From an optimization exercise on the open Yosys and OpenROAD flow, aimed at small area; shortcuts taken in it are not production practice.
In this exercise RTL edits were held to simulation tests only and were not proved equivalent to the original.
Power figures rest on the tool's default switching activity, not on a simulated workload.

$ cat flow/design.v
module csi2_rx_core
(
  input                 clk_i,
  input                 rst_i,
  input                 enable_i,
  input  [15 : 0]       byte_data_i,
  input  [1 : 0]        hs_data_valid_i,
  output logic          header_err_o,
  output logic          corr_header_err_o,
  output logic          crc_err_o,
  output logic          frame_start_o,
  output logic          frame_end_o,
  output logic [39 : 0] px_tdata_o,
  output logic          px_tvalid_o,
  output logic          px_tlast_o
);
localparam bit [7 : 0] SYNC_PATTERN = 8'b10111000;
logic phy_rst;
logic [1 : 0] hs_d1;
logic [1 : 0] hs_d2;
logic         en_d1;
logic         en_d2;
always_ff @( posedge clk_i, posedge rst_i )
  if( rst_i )
    begin
      hs_d1 <= '0;
      hs_d2 <= '0;
      en_d1 <= 1'b0;
      en_d2 <= 1'b0;
    end
  else
    begin
      hs_d1 <= hs_data_valid_i;
      hs_d2 <= hs_d1;
      en_d1 <= enable_i;
      en_d2 <= en_d1;
    end
logic [1 : 0][7 : 0] ub_d1;
logic [1 : 0][7 : 0] ub_d2;
logic [1 : 0][7 : 0] ba_byte;
logic [1 : 0][2 : 0] ba_shift;
logic [1 : 0]        ba_done;
logic [1 : 0]        ba_valid;
logic [1 : 0][2 : 0] ba_offs;
logic [1 : 0]        ba_found;
logic [1 : 0]        ba_lock;
logic                reset_align;
logic [1 : 0][7 : 0] ba_match;
always_comb
  for( int l = 0; l < 2; l++ )
    begin
      for( int i = 0; i < 8; i++ )
        ba_match[l][i] = 8'( { ub_d1[l], ub_d2[l] } >> i ) == SYNC_PATTERN;
      ba_found[l] = |ba_match[l];
      ba_offs[l]  = { |( ba_match[l] & 8'hf0 ), |( ba_match[l] & 8'hcc ), |( ba_match[l] & 8'haa ) };
      ba_lock[l]  = !ba_done[l] && ba_found[l] && hs_d2[l];
    end
always_ff @( posedge clk_i )
  for( int l = 0; l < 2; l++ )
    begin
      ub_d1[l]   <= byte_data_i[l * 8 +: 8];
      ub_d2[l]   <= ub_d1[l];
      ba_byte[l] <= 8'( { ub_d1[l], ub_d2[l] } >> ba_shift[l] );
      if( ba_lock[l] )
        ba_shift[l] <= ba_offs[l];
    end
always_ff @( posedge clk_i, posedge rst_i )
  if( rst_i )
    begin
      ba_done  <= '0;
      ba_valid <= '0;
    end
  else
    for( int l = 0; l < 2; l++ )
      begin
        if( ba_lock[l] )
          ba_done[l] <= 1'b1;
        else
          if( reset_align )
            ba_done[l] <= 1'b0;
        ba_valid[l] <= !reset_align && hs_d2[l] && ba_done[l];
      end
logic [1 : 0][7 : 0] wd1;
logic [1 : 0][7 : 0] wd2;
logic [1 : 0][7 : 0] wd3;
logic [1 : 0][7 : 0] wa_word;
logic [1 : 0]        vd1;
logic [1 : 0]        vd2;
logic [1 : 0]        vd3;
logic [1 : 0][1 : 0] sel_reg;
logic [1 : 0][1 : 0] sel;
logic                wa_valid;
logic                all_valid;
assign all_valid   = &vd1;
assign reset_align = phy_rst || ( |( vd1 & vd2 & vd3 ) && !all_valid );
always_comb
  for( int l = 0; l < 2; l++ )
    if( all_valid && !wa_valid )
      sel[l] = vd3[l] ? 2'd2 : vd2[l] ? 2'd1 : 2'd0;
    else
      sel[l] = sel_reg[l];
always_ff @( posedge clk_i )
  begin
    wd1     <= ba_byte;
    wd2     <= wd1;
    wd3     <= wd2;
    sel_reg <= sel;
    for( int l = 0; l < 2; l++ )
      wa_word[l] <= sel[l][1] ? wd3[l] : sel[l][0] ? wd2[l] : wd1[l];
  end
always_ff @( posedge clk_i, posedge rst_i )
  if( rst_i )
    begin
      vd1      <= '0;
      vd2      <= '0;
      vd3      <= '0;
      wa_valid <= 1'b0;
    end
  else
    begin
      vd1 <= ba_valid;
      vd2 <= vd1;
      vd3 <= vd2;
      if( phy_rst )
        wa_valid <= 1'b0;
      else
        if( all_valid && &ba_valid )
          wa_valid <= 1'b1;
    end
logic          map_hi;
logic [31 : 0] map_data;
logic          map_valid;
always_ff @( posedge clk_i )
  map_data <= { wa_word, map_data[31 : 16] };
always_ff @( posedge clk_i, posedge rst_i )
  if( rst_i )
    begin
      map_hi    <= 1'b0;
      map_valid <= 1'b0;
    end
  else
    begin
      if( phy_rst )
        map_hi <= 1'b0;
      else
        if( wa_valid )
          map_hi <= !map_hi;
      map_valid <= map_hi && wa_valid && !phy_rst;
    end
logic [31 : 0] hdr_word;
logic          hdr_valid_d;
logic          hdr_passed;
logic          hdr_flip;
logic          hdr_valid;
logic          hdr_first;
logic [5 : 0]  parity;
logic [5 : 0]  syndrome;
logic [23 : 0] err_mask;
logic          correctable;
logic [31 : 0] word_c;
logic          pkt_error;
localparam bit [143 : 0] ERR_SYNDROME = {
  6'd59, 6'd55, 6'd47, 6'd31, 6'd56, 6'd52, 6'd50, 6'd49,
  6'd44, 6'd42, 6'd41, 6'd38, 6'd37, 6'd35, 6'd28, 6'd26,
  6'd25, 6'd22, 6'd21, 6'd19, 6'd14, 6'd13, 6'd11, 6'd7 };
always_comb
  begin
    parity[0] = hdr_word[0]  ^ hdr_word[1]  ^ hdr_word[2]  ^ hdr_word[4]  ^ hdr_word[5]  ^
                hdr_word[7]  ^ hdr_word[10] ^ hdr_word[11] ^ hdr_word[13] ^ hdr_word[16] ^
                hdr_word[20] ^ hdr_word[21] ^ hdr_word[22] ^ hdr_word[23];
    parity[1] = hdr_word[0]  ^ hdr_word[1]  ^ hdr_word[3]  ^ hdr_word[4]  ^ hdr_word[6]  ^
                hdr_word[8]  ^ hdr_word[10] ^ hdr_word[12] ^ hdr_word[14] ^ hdr_word[17] ^
                hdr_word[20] ^ hdr_word[21] ^ hdr_word[22] ^ hdr_word[23];
    parity[2] = hdr_word[0]  ^ hdr_word[2]  ^ hdr_word[3]  ^ hdr_word[5]  ^ hdr_word[6]  ^
                hdr_word[9]  ^ hdr_word[11] ^ hdr_word[12] ^ hdr_word[15] ^ hdr_word[18] ^
                hdr_word[20] ^ hdr_word[21] ^ hdr_word[22];
    parity[3] = hdr_word[1]  ^ hdr_word[2]  ^ hdr_word[3]  ^ hdr_word[7]  ^ hdr_word[8]  ^
                hdr_word[9]  ^ hdr_word[13] ^ hdr_word[14] ^ hdr_word[15] ^ hdr_word[19] ^
                hdr_word[20] ^ hdr_word[21] ^ hdr_word[23];
    parity[4] = hdr_word[4]  ^ hdr_word[5]  ^ hdr_word[6]  ^ hdr_word[7]  ^ hdr_word[8]  ^
                hdr_word[9]  ^ hdr_word[16] ^ hdr_word[17] ^ hdr_word[18] ^ hdr_word[19] ^
                hdr_word[20] ^ hdr_word[22] ^ hdr_word[23];
    parity[5] = hdr_word[10] ^ hdr_word[11] ^ hdr_word[12] ^ hdr_word[13] ^ hdr_word[14] ^
                hdr_word[15] ^ hdr_word[16] ^ hdr_word[17] ^ hdr_word[18] ^ hdr_word[19] ^
                hdr_word[21] ^ hdr_word[22] ^ hdr_word[23];
  end
assign syndrome = parity ^ hdr_word[29 : 24];
always_comb
  for( int i = 0; i < 24; i++ )
    err_mask[i] = syndrome == ERR_SYNDROME[i * 6 +: 6];
assign correctable = |err_mask;
assign hdr_first   = hdr_valid_d && !hdr_passed && !phy_rst;
assign word_c      = { hdr_word[31 : 24],
                       hdr_word[23 : 0] ^ ( hdr_flip ? err_mask : 24'd0 ) };
assign pkt_error   = header_err_o && !corr_header_err_o;
always_ff @( posedge clk_i )
  begin
    if( map_valid )
      hdr_word <= map_data;
    hdr_flip <= hdr_first && correctable;
  end
always_ff @( posedge clk_i, posedge rst_i )
  if( rst_i )
    begin
      hdr_valid_d       <= 1'b0;
      hdr_passed        <= 1'b0;
      hdr_valid         <= 1'b0;
      header_err_o      <= 1'b0;
      corr_header_err_o <= 1'b0;
    end
  else
    if( phy_rst )
      begin
        hdr_valid_d       <= 1'b0;
        hdr_passed        <= 1'b0;
        hdr_valid         <= 1'b0;
        header_err_o      <= 1'b0;
        corr_header_err_o <= 1'b0;
      end
    else
      begin
        hdr_valid_d <= map_valid;
        hdr_valid   <= hdr_valid_d;
        if( hdr_first )
          begin
            hdr_passed <= 1'b1;
            if( syndrome != 6'd0 )
              header_err_o <= 1'b1;
            if( correctable )
              corr_header_err_o <= 1'b1;
          end
      end
logic          ax_running;
logic          ax_disable;
logic [15 : 0] ax_cnt;
logic          ax_tvalid;
logic          ax_tlast;
logic [1 : 0]  ax_strb;
logic [31 : 0] ax_data;
logic          ax_header;
logic          ax_long;
logic          ax_short;
logic          ax_last;
logic          ax_take;
assign ax_header = hdr_valid && !pkt_error && !ax_running;
assign ax_long   = ax_header && ( word_c[5 : 4] != 2'd0 );
assign ax_short  = ax_header && ( word_c[5 : 4] == 2'd0 );
assign ax_last   = ax_running &&
                   ( hdr_valid ? ( ( ax_cnt[15 : 2] == 14'd0 && ax_cnt[1 : 0] != 2'd3 ) ||
                                   &ax_cnt[15 : 1] )
                               : ( ax_cnt == 16'hfffe ) );
assign ax_take   = ax_header || ax_running && hdr_valid;
assign phy_rst   = ax_short || ax_last || pkt_error || ax_disable;
always_ff @( posedge clk_i )
  begin
    if( ax_long )
      ax_cnt <= word_c[23 : 8];
    else
      if( hdr_valid )
        ax_cnt[15 : 2] <= ax_cnt[15 : 2] - 1'b1;
    if( hdr_valid )
      ax_data <= word_c;
    ax_tlast <= ax_short || ax_last;
    ax_strb <= ax_last ? ax_cnt[1 : 0] + 1'b1 : 2'd3;
  end
always_ff @( posedge clk_i, posedge rst_i )
  if( rst_i )
    begin
      ax_running <= 1'b0;
      ax_disable <= 1'b0;
      ax_tvalid  <= 1'b0;
    end
  else
    begin
      if( ax_long )
        ax_running <= 1'b1;
      else
        if( phy_rst )
          ax_running <= 1'b0;
      if( ( !ax_running && !ax_header || ax_last ) && !en_d2 )
        ax_disable <= 1'b1;
      else
        if( en_d2 )
          ax_disable <= 1'b0;
      ax_tvalid <= ax_take;
    end
logic          crc_run;
logic          crc_eop_d1;
logic [15 : 0] crc;
logic [4 : 0][15 : 0] crc_b;
logic          crc_eop;
logic          crc_bad;
function automatic logic [15 : 0] crc_step( input logic [15 : 0] c, input logic [7 : 0] b );
  logic [15 : 0] r;
  r = c;
  for( int i = 0; i < 8; i++ )
    r = ( r >> 1 ) ^ ( ( r[0] ^ b[i] ) ? 16'h8408 : 16'h0 );
  crc_step = r;
endfunction
assign crc_b[0] = crc;
assign crc_b[1] = crc_step( crc_b[0], ax_data[7 : 0]   );
assign crc_b[2] = crc_step( crc_b[1], ax_data[15 : 8]  );
assign crc_b[3] = crc_step( crc_b[2], ax_data[23 : 16] );
assign crc_b[4] = crc_step( crc_b[3], ax_data[31 : 24] );
assign crc_eop = ax_tlast && crc_run;
always_comb
  case( ax_strb )
    2'd0:    crc_bad = crc_b[1] != 16'd0;
    2'd1:    crc_bad = crc_b[2] != 16'd0;
    2'd2:    crc_bad = crc_b[3] != 16'd0;
    default: crc_bad = crc_b[4] != 16'd0;
  endcase
always_ff @( posedge clk_i )
  begin
    crc_eop_d1 <= crc_eop;
    if( crc_eop_d1 || !crc_run )
      crc <= 16'hffff;
    else
      if( ax_tvalid )
        crc <= crc_b[4];
  end
always_ff @( posedge clk_i, posedge rst_i )
  if( rst_i )
    begin
      crc_run   <= 1'b0;
      crc_err_o <= 1'b0;
    end
  else
    begin
      if( !crc_run && ax_tvalid && ax_data[7 : 0] > 8'hf )
        crc_run <= 1'b1;
      else
        if( crc_run && ax_tvalid && ax_tlast )
          crc_run <= 1'b0;
      crc_err_o <= crc_eop && ax_tvalid && crc_bad;
    end
localparam bit [1 : 0] IDLE_S = 2'd0;
localparam bit [1 : 0] RUN_S  = 2'd1;
localparam bit [1 : 0] IGN_S  = 2'd2;
logic [1 : 0]  pl_state;
logic [13 : 0] pl_left;
logic          pl_inf;
logic          pl_ign;
logic          pl_rem;
logic          pl_tvalid;
logic          pl_tlast;
logic          pl_start;
logic          pl_done;
assign pl_start = pl_state == IDLE_S && ax_tvalid && ax_data[5 : 0] == 6'h2b;
assign pl_done  = !pl_inf && pl_left == ( pl_rem ? 14'h3fff : 14'd0 );
always_ff @( posedge clk_i )
  pl_tlast <= pl_state == RUN_S && ax_tvalid && !pl_inf &&
              pl_left == ( pl_rem ? 14'd0 : 14'd1 );
always_ff @( posedge clk_i )
  if( pl_start )
    begin
      pl_left <= ax_data[23 : 10];
      pl_rem  <= ax_data[9 : 8] != 2'd0;
      pl_inf  <= &ax_data[23 : 10] && ax_data[9 : 8] != 2'd0;
      pl_ign  <= ax_data[9] == ax_data[8];
    end
  else
    if( ax_tvalid )
      pl_left <= pl_left - 1'b1;
always_ff @( posedge clk_i, posedge rst_i )
  if( rst_i )
    begin
      pl_state      <= IDLE_S;
      frame_start_o <= 1'b0;
      frame_end_o   <= 1'b0;
      pl_tvalid     <= 1'b0;
    end
  else
    begin
      case( pl_state )
        IDLE_S:
          if( pl_start )
            pl_state <= RUN_S;
        RUN_S:
          if( pl_done )
            pl_state <= pl_ign ? IGN_S : IDLE_S;
        IGN_S:
          if( ax_tvalid )
            pl_state <= IDLE_S;
        default:
          pl_state <= pl_state;
      endcase
      if( ax_tvalid )
        begin
          frame_start_o <= pl_state == IDLE_S && ax_data[5 : 0] == 6'h00;
          frame_end_o   <= pl_state == IDLE_S && ax_data[5 : 0] == 6'h01;
        end
      pl_tvalid <= pl_state == RUN_S && ax_tvalid && !pl_done;
    end
logic [4 : 0]  gb_st;
logic [31 : 8] gb_prev;
always_ff @( posedge clk_i )
  if( pl_tvalid )
    gb_prev <= ax_data[31 : 8];
always_ff @( posedge clk_i, posedge rst_i )
  if( rst_i )
    begin
      gb_st       <= 5'b00001;
      px_tdata_o  <= '0;
      px_tvalid_o <= 1'b0;
      px_tlast_o  <= 1'b0;
    end
  else
    begin
      px_tvalid_o <= !gb_st[0] && pl_tvalid;
      if( pl_tvalid )
        begin
          px_tlast_o <= pl_tlast;
          gb_st      <= ( pl_tlast || gb_st[4] ) ? 5'b00001 : { gb_st[3 : 0], 1'b0 };
          if( gb_st[0] )
            px_tdata_o[31 : 0] <= ax_data;
          if( gb_st[1] )
            px_tdata_o[39 : 32] <= ax_data[7 : 0];
          if( gb_st[2] )
            px_tdata_o <= { ax_data[15 : 0], gb_prev[31 : 8] };
          if( gb_st[3] )
            px_tdata_o <= { ax_data[23 : 0], gb_prev[31 : 16] };
          if( gb_st[4] )
            px_tdata_o <= { ax_data[31 : 0], gb_prev[31 : 24] };
        end
    end
endmodule
$ cat flow/flow/run.sh
#!/bin/bash
# The standard layout flow (standard.sh) with three changes:
#  1. after the standard synthesis, its combinational logic is mapped
#     again by ABC with an area-oriented script (flow/area.abc); the
#     registers, their names and cells are left as they are;
#  2. the port buffers are the smallest buffer cell (buf_1) instead of
#     the delay buffer that buffer_ports picks by default;
#  3. clock tree synthesis adds no dummy loads.
# Each tool's output goes to a log file of its own in this folder.
set -euo pipefail
F=flow
RES=orfs/results/$FLOW_PLATFORM/csi2_rx_core/base
LIB=$FLOW_HOME/platforms/$FLOW_PLATFORM/lib/sky130_fd_sc_hd__tt_025C_1v80.lib
YOSYS=$FLOW_HOME/../tools/install/yosys/bin/yosys
[ -x "$YOSYS" ] || YOSYS=yosys

# 1. standard synthesis
bash standard.sh synth > 1_standard_synth.log 2>&1

# 2. area re-mapping of the combinational logic
mkdir -p resyn
python3 $F/split_lib.py $LIB resyn/keep.lib resyn/comb.lib
DONT_USE=$(grep -o -- "-dont_use [A-Za-z0-9_]*" orfs/logs/$FLOW_PLATFORM/csi2_rx_core/base/1_2_yosys.log | sort -u | tr '\n' ' ')
cp $RES/1_2_yosys.v resyn/1_2_yosys.standard.v
cat > resyn/resyn.ys <<EOT
read_liberty -lib resyn/keep.lib
read_liberty -ignore_miss_func resyn/comb.lib
read_verilog resyn/1_2_yosys.standard.v
hierarchy -top $FLOW_TOP
flatten
rename -hide w:*.*
opt_clean -purge
tee -o resyn/stat_before.txt stat -liberty $LIB
abc -script $F/area.abc -liberty $LIB $DONT_USE
read_liberty -lib -overwrite resyn/comb.lib
opt_clean -purge
setundef -zero
splitnets
opt_clean -purge
hilomap -singleton -hicell sky130_fd_sc_hd__conb_1 HI -locell sky130_fd_sc_hd__conb_1 LO
insbuf -buf sky130_fd_sc_hd__buf_4 A X
check -assert -mapped
tee -o resyn/stat_after.txt stat -liberty $LIB
write_verilog -noattr -nohex -nodec resyn/1_2_yosys.area.v
EOT
$YOSYS -s resyn/resyn.ys > 2_resyn_yosys.log 2>&1
cp resyn/1_2_yosys.area.v $RES/1_2_yosys.v
rm -f $RES/1_synth.odb $RES/1_synth.sdc

# 3. the rest of the standard flow, with buf_1 port buffers
bash standard.sh BUFFER_PORTS_ARGS="-buffer_cell sky130_fd_sc_hd__buf_1" \
  CTS_ARGS="-sink_clustering_enable -repair_clock_nets -dont_use_dummy_load -sink_clustering_size 16 -sink_clustering_max_diameter 60 -buf_list sky130_fd_sc_hd__clkbuf_8" \
  finish > 3_standard_finish.log 2>&1
$ cat flow/flow/area.abc
strash
&get -n
&deepsyn -T 30
&put
dch -f
amap
mfs2
strash
dch -f
amap
$ cat flow/flow/split_lib.py
#!/usr/bin/env python3
"""Split a Liberty file into the cells kept as they are (flip-flops,
latches, tie cells: seq.lib) and the combinational cells whose
functions are read in for re-mapping (comb.lib)."""
import re
import sys

text = open(sys.argv[1]).read()
starts = [m.start() for m in re.finditer(r'\n\s*cell\s*\(', text)]
head = text[:starts[0]]
end = text.rindex('}')
cells = [text[s:(starts[i + 1] if i + 1 < len(starts) else end)]
         for i, s in enumerate(starts)]
keep = [c for c in cells
        if re.search(r'\b(ff|latch|statetable)\s*\(', c) or 'conb' in c[:80]]
comb = [c for c in cells if c not in keep]
open(sys.argv[2], 'w').write(head + ''.join(keep) + '\n}\n')
open(sys.argv[3], 'w').write(head + ''.join(comb) + '\n}\n')
$ cat flow/standard.sh
#!/bin/bash
# synth_recipe.tcl (not shown) runs the flow's synth.tcl, then flattens the netlist and writes it again
# the make line also repeats each setting of config.mk as NAME=value (left out here)
make -C /OpenROAD-flow-scripts/flow DESIGN_CONFIG=/design/flow/config.mk WORK_HOME=/design/flow/orfs CLKGATE_MAP_FILE= SYNTH_SCRIPT=/design/flow/synth_recipe.tcl "${@:-finish}"
$ cat flow/config.mk
export PLATFORM = sky130hd
export DESIGN_NAME = csi2_rx_core
export DESIGN_NICKNAME = csi2_rx_core
export VERILOG_FILES = /design/flow/design.v
export SDC_FILE = /design/flow/constraint.sdc
export NUM_CORES = 4
export LEC_CHECK = 0
export CAP_MARGIN = 0
export CORE_MARGIN = 2
export CORE_UTILIZATION = 72
export CTS_BUF_LIST = sky130_fd_sc_hd__clkbuf_8
export CTS_CLUSTER_DIAMETER = 60
export CTS_CLUSTER_SIZE = 16
export GPL_TIMING_DRIVEN = 0
export SLEW_MARGIN = 0
$ cat flow/constraint.sdc
create_clock -name core_clock -period 5.0 [get_ports {clk_i}]
set_input_delay 1.0000 -clock core_clock [delete_from_list [all_inputs] [get_ports {clk_i}]]
set_output_delay 1.0000 -clock core_clock [all_outputs]
set_load 0.01 [all_outputs]
==> results.txt <==
[layer usage]
metal | part of all wire | track usage
met5 | 0 | 0
met4 | 0.047 | 0.152
met3 | 0.11 | 0.0608
met2 | 0.47 | 0.573
met1 | 0.37 | 0.463
[through the flow]
stage	cells	TNS (ns)	cell area [um^2]	setup slack [ns]
after floorplan	1492	0	14900	0.724
after global placement	1829	-14.27	15500	-0.682
after detailed placement	1832	-14.39	15500	-0.681
after CTS	1861	0	15900	0.0495
after global routing	1865	-0.125	16000	-0.119
final	1866	0	16000	0.243
[where the power goes]
| group | switching (mW) | total, mW | internal (mW) |
|---|---|---|---|
| clock network | 0.908 | 1.42 | 0.516 |
| logic | 0.0487 | 0.0748 | 0.0261 |
| registers | 0.0324 | 3.26 | 3.22 |
| total | 0.989 | 4.75 | 3.77 |
[repair_timing]
item | 4_1_cts | 5_1_grt
pin swaps | 0 | 2
hold buffers | 0 | 0
resized for setup | 10 | 10
endpoints found under the setup margin | 43 | 38
setup buffers | 0 | 4
[cell type report]
cell class	count	area [um^2]	area share
diodes	1	2.50	0.000156
clock buffers	29	399	0.0249
well taps	270	338	0.0211
multi-input cells	944	5050	0.316
inverters	170	647	0.0404
flip-flops and latches	378	9250	0.578
repair buffers	74	317	0.0198
[worst max-delay path: stages (launching register included)]
cell      delay, ns
edfxtp_1       0.53
nor2_1         0.09
a21oi_2        0.21
clkinv_1       0.17
o21ai_0        0.27
clkinv_1       0.19
o21ai_1        0.32
clkinv_1       0.14
o22ai_1        0.29
clkinv_1       0.17
o22ai_1        0.32
nand2_1        0.09
o21ai_0        0.24
nor2_1         0.13
a21oi_2        0.31
o21ai_0        0.18
nor2_1         0.12
a21oi_1        0.07
nor3_1         0.18
nor2_1         0.08
nor4b_2        0.37
nor3_2         0.16
[worst min path at each step]
stage	to	cells after the start	slack (ns)	startpoint
after detailed placement	map_data[23]	0	0.31	wa_word[7]
final	map_data[25]	0	0.31	wa_word[9]
after global placement	wd1[3]	0	0.31	ba_byte[3]
after global routing	map_data[25]	0	0.30	wa_word[9]
after floorplan	map_data[16]	0	0.31	wa_word[0]
after CTS	map_data[25]	0	0.29	wa_word[9]
==> flow_metrics.py <==
metrics = {
    "timing": {
        "fmax_mhz": 210,
        "relSlewSlack": 0.0953,
        "fin_skew_ns": 0.0608,
        "rsz0062_at_grt": "yes",
        "setup_violations": 0,
        "finalCritPeriodShare": 0.951,
        "drv_slew": 0,
        "max_slew.worst_pin.slew_ns": 1.36,
        "hold_viol": 0,
        "min_period_ns": 4.76,
        "whs_ns": 0.310,
    },
    "routing": {
        "drc": 0,
        "antenna_left": 0,
        "num_vias": 12200,
        "post_drt_wl_per_cell_um": 20.7,
        "drt-total-wl_um": 38500,
        "dr.pass1.iters": 6,
        "via_per_inst": 6.54,
        "drt_iter0_drc": 1304,
    },
    "clock_tree": {
        "clock_path_buffers": 3,
        "path_clk_slew_ns": 0.10,
        "cts_buffers": 29,
        "cts_tree": "built",
        "cts-root-buf": "clkbuf_8",
        "clock_latency_ns": 0.62,
        "cts_sinks": 378,
        "htreeDepth": 1,
    },
    "worst_setup_path": {
        "cp-endpoint": "crc_err_o",
        "cp.arrival_ns": 5.24,
        "worstSetupPathType": "reg -> reg",
        "crit_required_ns": 5.48,
        "ff2ff_path_depth": 21,
        "r2r_end": "crc_err_o",
        "path_max_fanout": 7,
        "cp-end-kind": "flip-flop",
        "r2r_start": "ax_data[0]",
        "crit_start": "ax_data[0]",
        "crit_path_start_kind": "flip-flop",
        "r2r_slack_ns": 0.24,
    },
    "floorplan": {
        "io_pins": 68,
        "num_rows": 52,
        "core_um2": 20200,
        "die_w_um": 148,
        "fp.dieH_um": 148,
        "start_util": 0.735,
        "dieArea_um2": 21800,
    },
    "placement": {
        "hpwl_um": 27600,
        "gp_congestion": 0.979,
        "io_buffers": 67,
    },
    "grt": {
        "grt_pass1_wl_um": 59600,
        "grt_overflow": 0,
        "grt_pass1_vias": 11500,
        "grt_max_degree": 82,
        "antenna_found_initial": 0,
        "grt_usage": 0.349,
    },
    "final_layout": {
        "final_common_cell": "nor2_1",
        "areaGrowthSynthToFinish_pct": 7.51,
        "drive_above_1_share": 0.0351,
        "most-common-layout-cells": "nor2_1 (241), dfxtp_1 (170), clkinv_1 (165)",
        "nNetsFinal": 1618,
        "largest_register_ffs": 40,
        "fillers": 1303,
        "utilization": 0.791,
        "regMostFlops": "px_tdata_o",
    },
    "power": {
        "irDropWorstVdd_mv": 0.347,
        "p_leak_nw": 5.66,
        "p_total_mw": 4.75,
        "powerDensity_nw_per_um2": 297,
    },
    "logic_synthesis": {
        "syn_area_um2": 14900,
        "ys.warnings.count": 1,
        "synth_nets": 1513,
        "syn_area_per_cell_um2": 9.97,
        "syn-instance-count": 1492,
    },
    "status": {
        "status": "finished clean",
    },
    "worst_hold_path": {
        "hold_class": "reg -> reg",
    },
    "job": {
        "max_cap_violations": 0,
    },
}

## what the ideal ports hide
The flow's constraints put no driver on any port. The routed layout listed below was extracted and timed again, unchanged, in two steps.
Step 1: set_driving_cell puts a clkbuf_16 on clk_i and a buf_2 on each other input, an assumption about the parent block.
Step 2 also shifts input and output timing later by t, the mid clock arrival at the registers, as if the neighbouring blocks saw the same clock.
Three values: no drivers, after step 1, after step 2; two values: the first two.
shift t [ns]: 0.631
slack for setup (ns): 0.243 / 0.243 / 0.243
worst setup path at the end: register to register
worst register clock-pin slew, ns: 0.10 / 0.10
worst slew at a driven data input, ns: 0.03
After both steps setup and hold are still met in this run. For this run, drivers alone change the setup slack by 0.000 ns; drivers and shift together by 0.000 ns.
